This design comes from an exercise in tuning for small area on the open sky130 flow, not from production work.
Function was checked by simulation only, so behaviour that the tests miss may differ from the original.

## beta
==> flow/design.v <==
module InternalNode (
  input wire          clk,
  input wire          rst,
  input wire  [4:0]   in_data_valid,
  input wire  [179:0] in_data,
  output wire [4:0]   out_data_valid,
  output wire [179:0] out_data,
  input wire  [4:0]   downstream_credit,
  output wire [4:0]   upstream_credit
);
localparam LOC = 4;
function [4:0] route_of;
  input        local_in;
  input [3:0]  info;
  input [1:0]  sel;
  begin
    route_of = 5'b0;
    if (local_in) begin
      case (info)
        4'd0, 4'd6: route_of = 5'b00001 << sel;
        4'd1, 4'd2, 4'd3, 4'd4, 4'd5: route_of = 5'b01111;
        default: route_of = 5'b0;
      endcase
    end else begin
      case (info)
        4'd2, 4'd3, 4'd4, 4'd5, 4'd6: route_of = 5'b10000;
        default: route_of = 5'b0;
      endcase
    end
  end
endfunction
function lt16;
  input [15:0] a;
  input [15:0] b;
  integer i;
  reg c;
  begin
    c = 1'b0;
    for (i = 0; i < 16; i = i + 1)
      c = (~a[i] & b[i]) | ((~a[i] | b[i]) & c);
    lt16 = c;
  end
endfunction
wire [10*36-1:0] head;         
wire [10*5-1:0]  hroute;       
wire [9:0]       hact;         
wire [9:0]       sreq;         
wire [9:0]       gsel;         
wire [5*36-1:0]  phead;        
wire [5*5-1:0]   proute;       
wire [4:0]       preq;         
wire [4:0]       pg;           
wire [4:0]       avail;        
wire [5*36-1:0]  pdata;        
reg  [4:0]       ucred;        
reg  [4:0]       lasthalf;     
assign upstream_credit = ucred;
genvar p, h;
generate
for (p = 0; p < 5; p = p + 1) begin: g_port
  wire [2:0] cnt0, cnt1;
  wire       wsel1 = (cnt1 < cnt0);
  wire       vin   = in_data_valid[p];
  wire [35:0] din  = in_data[36*p +: 36];
  wire [1:0] routing;
  reg        rr;               
  wire       rcg0 = routing[0] & (~rr | ~routing[1]);
  wire       rcg1 = routing[1] & ( rr | ~routing[0]);
  wire [35:0] pd0, pd1;
  always @(posedge clk or posedge rst) begin
    if (rst)       rr <= 1'b0;
    else if (rcg0) rr <= 1'b1;
    else if (rcg1) rr <= 1'b0;
  end
  for (h = 0; h < 2; h = h + 1) begin: g_half
    reg  [2:0]  cnt;
    reg  [1:0]  rp;
    reg         act;
    reg  [35:0] q0, q1, q2, q3;
    wire [1:0]  wp  = rp + cnt[1:0];
    wire        wr  = vin & (h == 1 ? wsel1 : ~wsel1);
    wire        pop = gsel[2*p+h] & pg[p];
    wire        rcg = (h == 0) ? rcg0 : rcg1;
    always @(posedge clk) begin
      if (wr && wp == 2'd0) q0 <= din;
      if (wr && wp == 2'd1) q1 <= din;
      if (wr && wp == 2'd2) q2 <= din;
      if (wr && wp == 2'd3) q3 <= din;
    end
    always @(posedge clk or posedge rst) begin
      if (rst) begin
        cnt <= 3'd0;
        rp  <= 2'd0;
        act <= 1'b0;
      end else begin
        cnt <= cnt + {2'b0, wr} - {2'b0, pop};
        if (pop) rp <= rp + 2'd1;
        if (pop)      act <= 1'b0;
        else if (rcg) act <= 1'b1;
      end
    end
    wire [3:0]  rsel = {rp == 2'd3, rp == 2'd2, rp == 2'd1, rp == 2'd0};
    wire [3:0]  psel = {4{ucred[p] & (lasthalf[p] == h)}} & {rsel[0], rsel[3:1]};
    wire [35:0] hd = ({36{rsel[0]}} & q0) | ({36{rsel[1]}} & q1) |
                     ({36{rsel[2]}} & q2) | ({36{rsel[3]}} & q3);
    wire [35:0] pd = ({36{psel[0]}} & q0) | ({36{psel[1]}} & q1) |
                     ({36{psel[2]}} & q2) | ({36{psel[3]}} & q3);
    if (h == 0) begin: g_h0
      assign cnt0 = cnt;
      assign pd0  = pd;
    end else begin: g_h1
      assign cnt1 = cnt;
      assign pd1  = pd;
    end
    assign routing[h] = (cnt != 3'd0) & ~act;
    assign head[36*(2*p+h) +: 36] = hd;
    assign hroute[5*(2*p+h) +: 5] = route_of(p == LOC, hd[35:32], hd[29:28]);
    assign hact[2*p+h] = act;
    assign sreq[2*p+h] = act & ((avail & hroute[5*(2*p+h) +: 5]) ==
                                hroute[5*(2*p+h) +: 5]);
  end
  wire [15:0] pri0 = {head[36*(2*p)   + 32 +: 4], head[36*(2*p)   + 16 +: 12]};
  wire [15:0] pri1 = {head[36*(2*p+1) + 32 +: 4], head[36*(2*p+1) + 16 +: 12]};
  reg         lt;
  always @(posedge clk) lt <= lt16(pri0, pri1);
  assign gsel[2*p]   = sreq[2*p]   & (~sreq[2*p+1] | lt);
  assign gsel[2*p+1] = sreq[2*p+1] & (~sreq[2*p]   | ~lt);
  assign preq[p]     = sreq[2*p] | sreq[2*p+1];
  assign phead[36*p +: 36] = sreq[2*p] & (~sreq[2*p+1] | lt) ?
                             head[36*(2*p) +: 36] : head[36*(2*p+1) +: 36];
  assign proute[5*p +: 5]  = sreq[2*p] & (~sreq[2*p+1] | lt) ?
                             hroute[5*(2*p) +: 5] : hroute[5*(2*p+1) +: 5];
  assign pdata[36*p +: 36] = pd0 | pd1;
  always @(posedge clk) begin
    lasthalf[p] <= gsel[2*p+1];
  end
  reg  [3:0] ocnt;
  wire       dec;
  if (p == LOC) begin: g_dec_up
    assign dec = |(pg[3:0] & {proute[5*3+4], proute[5*2+4], proute[5*1+4],
                              proute[5*0+4]});
  end else begin: g_dec_down
    assign dec = pg[LOC] & proute[5*LOC + p];
  end
  always @(posedge clk or posedge rst) begin
    if (rst) ocnt <= 4'd0;
    else     ocnt <= ocnt + {3'b0, dec} - {3'b0, downstream_credit[p]};
  end
  assign avail[p] = ~ocnt[3];
end
endgenerate
always @(posedge clk or posedge rst) begin
  if (rst) ucred <= 5'b0;
  else     ucred <= pg;
end
wire [3:0]  info_c [0:3];
wire [15:0] addr_c [0:3];
genvar c;
generate
for (c = 0; c < 4; c = c + 1) begin: g_child
  assign info_c[c] = phead[36*c + 32 +: 4];
  assign addr_c[c] = phead[36*c + 16 +: 16];
end
endgenerate
wire [3:0] info_l = phead[36*LOC + 32 +: 4];
wire [3:0] bc_c, uv_c;
generate
for (c = 0; c < 4; c = c + 1) begin: g_kind
  assign bc_c[c] = preq[c] & (info_c[c] == 4'd3);
  assign uv_c[c] = preq[c] & (info_c[c] == 4'd2);
end
endgenerate
assign pg[LOC] = preq[LOC] & ~((info_l == 4'd4) & (|bc_c));
wire uv_eq = (addr_c[0][5:0] == addr_c[1][5:0]) &&
             (addr_c[2][5:0] == addr_c[3][5:0]) &&
             (addr_c[0][5:0] == addr_c[3][5:0]);
wire merge = (&uv_c) & uv_eq;
wire        w0_1 = preq[1] & (~preq[0] | ~(addr_c[0] < addr_c[1]));
wire [15:0] a01  = w0_1 ? addr_c[1] : addr_c[0];
wire        v01  = preq[0] | preq[1];
wire        w1_3 = preq[3] & (~preq[2] | ~(addr_c[2] < addr_c[3]));
wire [15:0] a23  = w1_3 ? addr_c[3] : addr_c[2];
wire        v23  = preq[2] | preq[3];
wire        hi   = v23 & (~v01 | (a23 < a01));
wire [3:0]  tgrant = hi  ? (w1_3 ? 4'b1000 : 4'b0100) :
                     v01 ? (w0_1 ? 4'b0010 : 4'b0001) : 4'b0000;
assign pg[3:0] = (|uv_c) ? {4{merge}} : tgrant;
reg  [17:0] dhdr1;              
reg  [19:0] uhdr1;              
wire [3:0]  usel = merge ? 4'b0001 : tgrant;
wire [19:0] uhdr = ({20{usel[0]}} & phead[36*0 + 16 +: 20]) |
                   ({20{usel[1]}} & phead[36*1 + 16 +: 20]) |
                   ({20{usel[2]}} & phead[36*2 + 16 +: 20]) |
                   ({20{usel[3]}} & phead[36*3 + 16 +: 20]);
wire [4:0]  rdown = route_of(1'b1, dhdr1[17:14], dhdr1[13:12]);
wire [4:0]  rup   = route_of(1'b0, uhdr1[19:16], 2'b00);
wire [3:0]  dvalid1 = {4{ucred[LOC]}} & rdown[3:0];
wire        uvalid1 = (|ucred[3:0]) & rup[4];
always @(posedge clk) begin
  dhdr1 <= {phead[36*LOC + 32 +: 4], phead[36*LOC + 16 +: 14]};
  uhdr1 <= uhdr;
end
reg  [4:0]  ovalid;
reg  [35:0] odown, oup;
wire [15:0] usum = pdata[36*0 +: 16] + pdata[36*1 +: 16] +
                   pdata[36*2 +: 16] + pdata[36*3 +: 16];
always @(posedge clk or posedge rst) begin
  if (rst) ovalid <= 5'b0;
  else     ovalid <= {uvalid1, dvalid1};
end
always @(posedge clk) begin
  odown <= {dhdr1[17:14], pdata[36*LOC + 30 +: 2], dhdr1[13:0],
            pdata[36*LOC +: 16]};
  oup   <= {uhdr1, usum};
end
assign out_data_valid = ovalid;
assign out_data = {oup, odown, odown, odown, odown};
endmodule
export LEC_CHECK = 0
export CAP_MARGIN = 20
export CORE_MARGIN = 2
export CORE_UTILIZATION = 40
export SLEW_MARGIN = 20
create_clock -name core_clock -period 10.0 [get_ports {clk}]
standard.sh (not shown) runs the stock make flow with config.mk's settings and CLKGATE_MAP_FILE= SYNTH_SCRIPT=/design/flow/synth_recipe.tcl, a recipe that flattens the netlist after the stock synthesis.
==> flow/flow/run.sh <==
#!/bin/bash
# The standard ORFS layout (standard.sh), with these changes in how it is built:
# - synthesis maps with an area-oriented ABC script (flow/abc_area.script) in place
#   of ORFS's speed script; everything else in synthesis is unchanged, so the
#   registers are the standard synthesis's
# - port buffers use the smallest buffer (buf_1) instead of the resizer's pick
# - CTS clusters up to 15 sinks per clkbuf_8 leaf buffer, without dummy loads
# Each tool's output goes to ORFS's logs under orfs/logs; make's output to *.log here.
set -euo pipefail
W=$PWD
rm -rf "$W/scripts"
cp -r "$FLOW_HOME/scripts" "$W/scripts"
cp "$W/flow/abc_area.script" "$W/scripts/abc_speed.script"
export BUFFER_PORTS_ARGS="-buffer_cell sky130_fd_sc_hd__buf_1"
export CTS_ARGS="-sink_clustering_enable -repair_clock_nets -dont_use_dummy_load -sink_clustering_size 15 -sink_clustering_max_diameter 100 -buf_list {sky130_fd_sc_hd__clkbuf_8}"
bash standard.sh SCRIPTS_DIR="$W/scripts" finish > standard.log 2>&1
==> flow/flow/abc_area.script <==
&get -n
&st
&dc2
&syn3
&dch -f
&nf -a -R 1000
&put
topo
dnsize -c
### beta -> delta
--- a/flow/design.v
+++ b/flow/design.v
@@ -25,22 +25,10 @@
       case (info)
         4'd2, 4'd3, 4'd4, 4'd5, 4'd6: route_of = 5'b10000;
         default: route_of = 5'b0;
       endcase
     end
-  end
-endfunction
-function lt16;
-  input [15:0] a;
-  input [15:0] b;
-  integer i;
-  reg c;
-  begin
-    c = 1'b0;
-    for (i = 0; i < 16; i = i + 1)
-      c = (~a[i] & b[i]) | ((~a[i] | b[i]) & c);
-    lt16 = c;
   end
 endfunction
 wire [10*36-1:0] head;         
 wire [10*5-1:0]  hroute;       
 wire [9:0]       hact;         
@@ -79,10 +67,11 @@
     reg  [35:0] q0, q1, q2, q3;
     wire [1:0]  wp  = rp + cnt[1:0];
     wire        wr  = vin & (h == 1 ? wsel1 : ~wsel1);
     wire        pop = gsel[2*p+h] & pg[p];
     wire        rcg = (h == 0) ? rcg0 : rcg1;
+    wire [1:0]  rpm = rp - 2'd1;
     always @(posedge clk) begin
       if (wr && wp == 2'd0) q0 <= din;
       if (wr && wp == 2'd1) q1 <= din;
       if (wr && wp == 2'd2) q2 <= din;
       if (wr && wp == 2'd3) q3 <= din;
@@ -97,16 +86,14 @@
         if (pop) rp <= rp + 2'd1;
         if (pop)      act <= 1'b0;
         else if (rcg) act <= 1'b1;
       end
     end
-    wire [3:0]  rsel = {rp == 2'd3, rp == 2'd2, rp == 2'd1, rp == 2'd0};
-    wire [3:0]  psel = {4{ucred[p] & (lasthalf[p] == h)}} & {rsel[0], rsel[3:1]};
-    wire [35:0] hd = ({36{rsel[0]}} & q0) | ({36{rsel[1]}} & q1) |
-                     ({36{rsel[2]}} & q2) | ({36{rsel[3]}} & q3);
-    wire [35:0] pd = ({36{psel[0]}} & q0) | ({36{psel[1]}} & q1) |
-                     ({36{psel[2]}} & q2) | ({36{psel[3]}} & q3);
+    wire [35:0] hd = ({36{rp == 2'd0}} & q0) | ({36{rp == 2'd1}} & q1) |
+                     ({36{rp == 2'd2}} & q2) | ({36{rp == 2'd3}} & q3);
+    wire [35:0] pd = ({36{rpm == 2'd0}} & q0) | ({36{rpm == 2'd1}} & q1) |
+                     ({36{rpm == 2'd2}} & q2) | ({36{rpm == 2'd3}} & q3);
     if (h == 0) begin: g_h0
       assign cnt0 = cnt;
       assign pd0  = pd;
     end else begin: g_h1
       assign cnt1 = cnt;
@@ -120,19 +107,19 @@
                                 hroute[5*(2*p+h) +: 5]);
   end
   wire [15:0] pri0 = {head[36*(2*p)   + 32 +: 4], head[36*(2*p)   + 16 +: 12]};
   wire [15:0] pri1 = {head[36*(2*p+1) + 32 +: 4], head[36*(2*p+1) + 16 +: 12]};
   reg         lt;
-  always @(posedge clk) lt <= lt16(pri0, pri1);
+  always @(posedge clk) lt <= pri0 < pri1;
   assign gsel[2*p]   = sreq[2*p]   & (~sreq[2*p+1] | lt);
   assign gsel[2*p+1] = sreq[2*p+1] & (~sreq[2*p]   | ~lt);
   assign preq[p]     = sreq[2*p] | sreq[2*p+1];
   assign phead[36*p +: 36] = sreq[2*p] & (~sreq[2*p+1] | lt) ?
                              head[36*(2*p) +: 36] : head[36*(2*p+1) +: 36];
   assign proute[5*p +: 5]  = sreq[2*p] & (~sreq[2*p+1] | lt) ?
                              hroute[5*(2*p) +: 5] : hroute[5*(2*p+1) +: 5];
-  assign pdata[36*p +: 36] = pd0 | pd1;
+  assign pdata[36*p +: 36] = lasthalf[p] ? pd1 : pd0;
   always @(posedge clk) begin
     lasthalf[p] <= gsel[2*p+1];
   end
   reg  [3:0] ocnt;
   wire       dec;
@@ -183,29 +170,39 @@
 wire        v23  = preq[2] | preq[3];
 wire        hi   = v23 & (~v01 | (a23 < a01));
 wire [3:0]  tgrant = hi  ? (w1_3 ? 4'b1000 : 4'b0100) :
                      v01 ? (w0_1 ? 4'b0010 : 4'b0001) : 4'b0000;
 assign pg[3:0] = (|uv_c) ? {4{merge}} : tgrant;
+reg  [3:0]  dvalid1;            
+reg         uvalid1;            
 reg  [17:0] dhdr1;              
 reg  [19:0] uhdr1;              
 wire [3:0]  usel = merge ? 4'b0001 : tgrant;
 wire [19:0] uhdr = ({20{usel[0]}} & phead[36*0 + 16 +: 20]) |
                    ({20{usel[1]}} & phead[36*1 + 16 +: 20]) |
                    ({20{usel[2]}} & phead[36*2 + 16 +: 20]) |
                    ({20{usel[3]}} & phead[36*3 + 16 +: 20]);
-wire [4:0]  rdown = route_of(1'b1, dhdr1[17:14], dhdr1[13:12]);
-wire [4:0]  rup   = route_of(1'b0, uhdr1[19:16], 2'b00);
-wire [3:0]  dvalid1 = {4{ucred[LOC]}} & rdown[3:0];
-wire        uvalid1 = (|ucred[3:0]) & rup[4];
+always @(posedge clk or posedge rst) begin
+  if (rst) begin
+    dvalid1 <= 4'b0;
+    uvalid1 <= 1'b0;
+  end else begin
+    dvalid1 <= {4{pg[LOC]}} & proute[5*LOC +: 4];
+    uvalid1 <= |(pg[3:0] & {proute[5*3+4], proute[5*2+4], proute[5*1+4],
+                            proute[5*0+4]});
+  end
+end
 always @(posedge clk) begin
   dhdr1 <= {phead[36*LOC + 32 +: 4], phead[36*LOC + 16 +: 14]};
   uhdr1 <= uhdr;
 end
 reg  [4:0]  ovalid;
 reg  [35:0] odown, oup;
-wire [15:0] usum = pdata[36*0 +: 16] + pdata[36*1 +: 16] +
-                   pdata[36*2 +: 16] + pdata[36*3 +: 16];
+wire [15:0] usum = ({16{ucred[0]}} & pdata[36*0 +: 16]) +
+                   ({16{ucred[1]}} & pdata[36*1 +: 16]) +
+                   ({16{ucred[2]}} & pdata[36*2 +: 16]) +
+                   ({16{ucred[3]}} & pdata[36*3 +: 16]);
 always @(posedge clk or posedge rst) begin
   if (rst) ovalid <= 5'b0;
   else     ovalid <= {uvalid1, dvalid1};
 end
 always @(posedge clk) begin
==> comparison <==
Per the comparison of delta with beta, final sequential cell count climbed 0.30%, routed metal-1 wirelength climbed about 3%.
Measured against each other, delta and beta differ in placed standard-cell area, the higher figure coming from delta.
Per the comparison of delta with beta, non-filler instance count after layout increased 308; final worst hold slack lost 0.016 ns; clock sink count moved up; synthesis-to-finish area growth flat; fmax increased by about 2% relative to the old numbers.
Looking at global-route wire length before repair, delta sits above beta.

what the ideal ports hide:
Ports are ideal in the flow. The routed layouts listed here were re-timed in OpenROAD.
Step 1 assumes that a clkbuf_16 drives the clock port and a buf_2 every other input.
Step 2 also shifts input and output timing later by t, the mid clock arrival at the registers, as if the neighbouring blocks saw the same clock.
a / b / c = ideal ports / drivers / drivers and shift; a / b = the first two.
run | t, ns | setup slack, ns | worst setup path after step 2 | worst slew at a driven data input, ns
beta | 0.947 | 0.706 / 0.706 / 0.706 | register to register | 0.23
delta | 0.934 | 0.882 / 0.882 / 0.882 | register to register | 0.21
After both steps setup and hold are still met in every run listed.
